This is an optimization exercise on Yosys and OpenROAD, whose aim is small area, not a production implementation. In this exercise RTL edits were held to simulation tests only and were not proved equivalent to the original. Power is estimated from default activity; no workload was simulated.

==> flow/design.v (excerpt) <==
module timer_top (
	input  wire sys_clk,
	input  wire sys_rst_n,
	input  wire tim_psel,
	input  wire tim_penable,
	input  wire tim_pwrite,
	input  wire [11:0] tim_paddr,
	input  wire [31:0] tim_pwdata,
	input  wire [3:0]  tim_pstrb,
	output wire [31:0] tim_prdata,
	output wire tim_pslverr,
	output wire tim_pready,
	output wire tim_int,
	input  wire dbg_mode
);
	reg         apb_access;
	reg         timer_en, div_en;
	reg  [3:0]  div_val;
	reg         timer_en_prev;
	reg         cnt_update;
	reg  [7:0]  sub_cnt;
	reg  [63:0] r;
	reg         inc, z, y;
	reg  [63:0] tcmp_n;    
	reg         tier, tisr, halt_req, halt_ack;
	assign tim_pready = apb_access & tim_penable;
	wire wr_en  = tim_pready & tim_pwrite;
	wire a_ok   = (tim_paddr[11:5] == 7'd0) & (tim_paddr[1:0] == 2'd0);
	wire [2:0] idx = tim_paddr[4:2];
	wire wsel   = wr_en & a_ok;
	wire tcr_w  = wsel & (idx == 3'd0);
	wire tdr0_w = wsel & (idx == 3'd1);
	wire tdr1_w = wsel & (idx == 3'd2);
	wire cmp0_w = wsel & (idx == 3'd3);
	wire cmp1_w = wsel & (idx == 3'd4);
	wire tier_w = wsel & (idx == 3'd5) & tim_pstrb[0];
	wire tisr_w = wsel & (idx == 3'd6) & tim_pstrb[0];
	wire hcsr_w = wsel & (idx == 3'd7) & tim_pstrb[0];
	wire tdr_w  = tdr0_w | tdr1_w;
	wire tcr_w0 = tcr_w & tim_pstrb[0];
	wire tcr_w1 = tcr_w & tim_pstrb[1];
	assign tim_pslverr = (tcr_w0 & timer_en & (div_en != tim_pwdata[1])) |
	                     (tcr_w1 & ((timer_en & (div_val != tim_pwdata[11:8])) | (tim_pwdata[11:8] > 4'h8)));
	always @(posedge sys_clk, negedge sys_rst_n) begin
		if (!sys_rst_n) begin
			apb_access    <= 1'b0;
			timer_en      <= 1'b0;
			div_en        <= 1'b0;
			div_val       <= 4'h1;
			timer_en_prev <= 1'b0;
			tier          <= 1'b0;
			halt_req      <= 1'b0;
			halt_ack      <= 1'b0;
		end else begin
  ...
==> flow/config.mk <==
export PLATFORM = sky130hd
export DESIGN_NAME = timer_top
export DESIGN_NICKNAME = timer_top
export VERILOG_FILES = /design/flow/design.v
export SDC_FILE = /design/flow/constraint.sdc
export NUM_CORES = 4
export LEC_CHECK = 0
export CAP_MARGIN = 20
export CORE_MARGIN = 2
export CORE_UTILIZATION = 40
export PLACE_DENSITY = 0.6
export SLEW_MARGIN = 20
==> flow/constraint.sdc <==
create_clock -name core_clock -period 6.5 [get_ports {sys_clk}]
set_input_delay 1.3000 -clock core_clock [delete_from_list [all_inputs] [get_ports {sys_clk}]]
set_output_delay 1.3000 -clock core_clock [all_outputs]
set_load 0.01 [all_outputs]
standard.sh (not shown) runs the stock make flow with config.mk's settings and CLKGATE_MAP_FILE= SYNTH_SCRIPT=/design/flow/synth_recipe.tcl, a recipe that flattens the netlist after the stock synthesis.
==> flow/flow/run.sh <==
#!/bin/bash
# Standard ORFS layout (standard.sh) with these changes:
#  - synthesis maps with flow/abc_map.script, an area-oriented ABC script, in place
#    of ORFS's speed script (same synthesis script otherwise, same registers)
#  - the port buffers that global placement inserts are buf_1 cells
#  - CTS inserts no dummy loads and uses the buffers named in CTS_BUFS
set -euo pipefail
W=$PWD
CTS_BUFS="-buf_list sky130_fd_sc_hd__clkbuf_8 -sink_clustering_size 25 -sink_clustering_max_diameter 100"
rm -rf "$W/scripts"
cp -r "$FLOW_HOME/scripts" "$W/scripts"
cp "$W/flow/abc_map.script" "$W/scripts/abc_speed.script"
bash standard.sh SCRIPTS_DIR="$W/scripts" synth > synth.log 2>&1
export BUFFER_PORTS_ARGS="-buffer_cell sky130_fd_sc_hd__buf_1"
export CTS_ARGS="-sink_clustering_enable -repair_clock_nets -dont_use_dummy_load $CTS_BUFS"
bash standard.sh finish > layout.log 2>&1
==> flow/flow/abc_map.script <==
&get -n
&st
&dc2
&syn2
&dc2
&dch -f
&nf -R 1000 -p
&put
topo
stime -c
Edit:
--- a/flow/flow/run.sh
+++ b/flow/flow/run.sh
@@ -9 +9 @@
-CTS_BUFS="-buf_list sky130_fd_sc_hd__clkbuf_8 -sink_clustering_size 25 -sink_clustering_max_diameter 100"
+CTS_BUFS="-buf_list sky130_fd_sc_hd__clkbuf_8"
==> flow/flow/abc_map.script (replaced) <==
&get -n
&st
&syn2
&dch -f
&nf -R 1000 -p
&put
topo
stime -c
Setup slack is worse by 0.21 ns.
Register-to-register slack is worse by 0.21 ns.
Clock skew is about the same.
Critical path depth fell by 2.
Clock-buffer cell count does not change.
Power fell by 6.6%.
Global-route usage fell by 3.1 points.
Via count fell by 1.2%.
Utilization fell by 0.51 points.
Clock power stays flat.
Edit:
--- a/flow/flow/run.sh
+++ b/flow/flow/run.sh
@@ -9 +9 @@
-CTS_BUFS="-buf_list sky130_fd_sc_hd__clkbuf_8"
+CTS_BUFS="-buf_list \"sky130_fd_sc_hd__clkbuf_2 sky130_fd_sc_hd__clkbuf_4 sky130_fd_sc_hd__clkbuf_8\""
==> flow/flow/abc_map.script (replaced) <==
&get -n
&st
&dc2
&syn2
&dc2
&dch -f
&nf -R 1000 -p
&put
topo
stime -c
Effect:
- global-route usage climbs by 3.1 points
- non-clock buffer count came out lower by 1
- synthesized area is lower by a few percent
- die area falls by a few percent
- utilization rose by 0.51 points
- sequential share of layout area grows by 0.90 points
- power is higher by a little under a tenth

## what the ideal ports hide
Ports are ideal in the flow. The routed layouts listed here were re-timed in OpenROAD.
Step 1: set_driving_cell puts a clkbuf_16 on sys_clk and a buf_2 on each other input, an assumption about the parent block.
Step 2 times the ports against the registers' clock, not the clock port: input delays grow and output delays shrink by t, the midpoint of the rising clock arrivals with the driver on.
Three values: no drivers, after step 1, after step 2; two values: the first two.
run	t, ns	setup slack, ns	worst setup path after step 2	worst data-port slew with drivers (ns)	cell pins on the clock port's net
the first run	0.499	0.643 / 0.643 / 0.643	register to register	0.04	1
the second run	0.492	0.435 / 0.435 / 0.435	register to register	0.04	1
the third run	0.499	0.643 / 0.643 / 0.643	register to register	0.04	1
After both steps setup and hold are still met in every run listed.
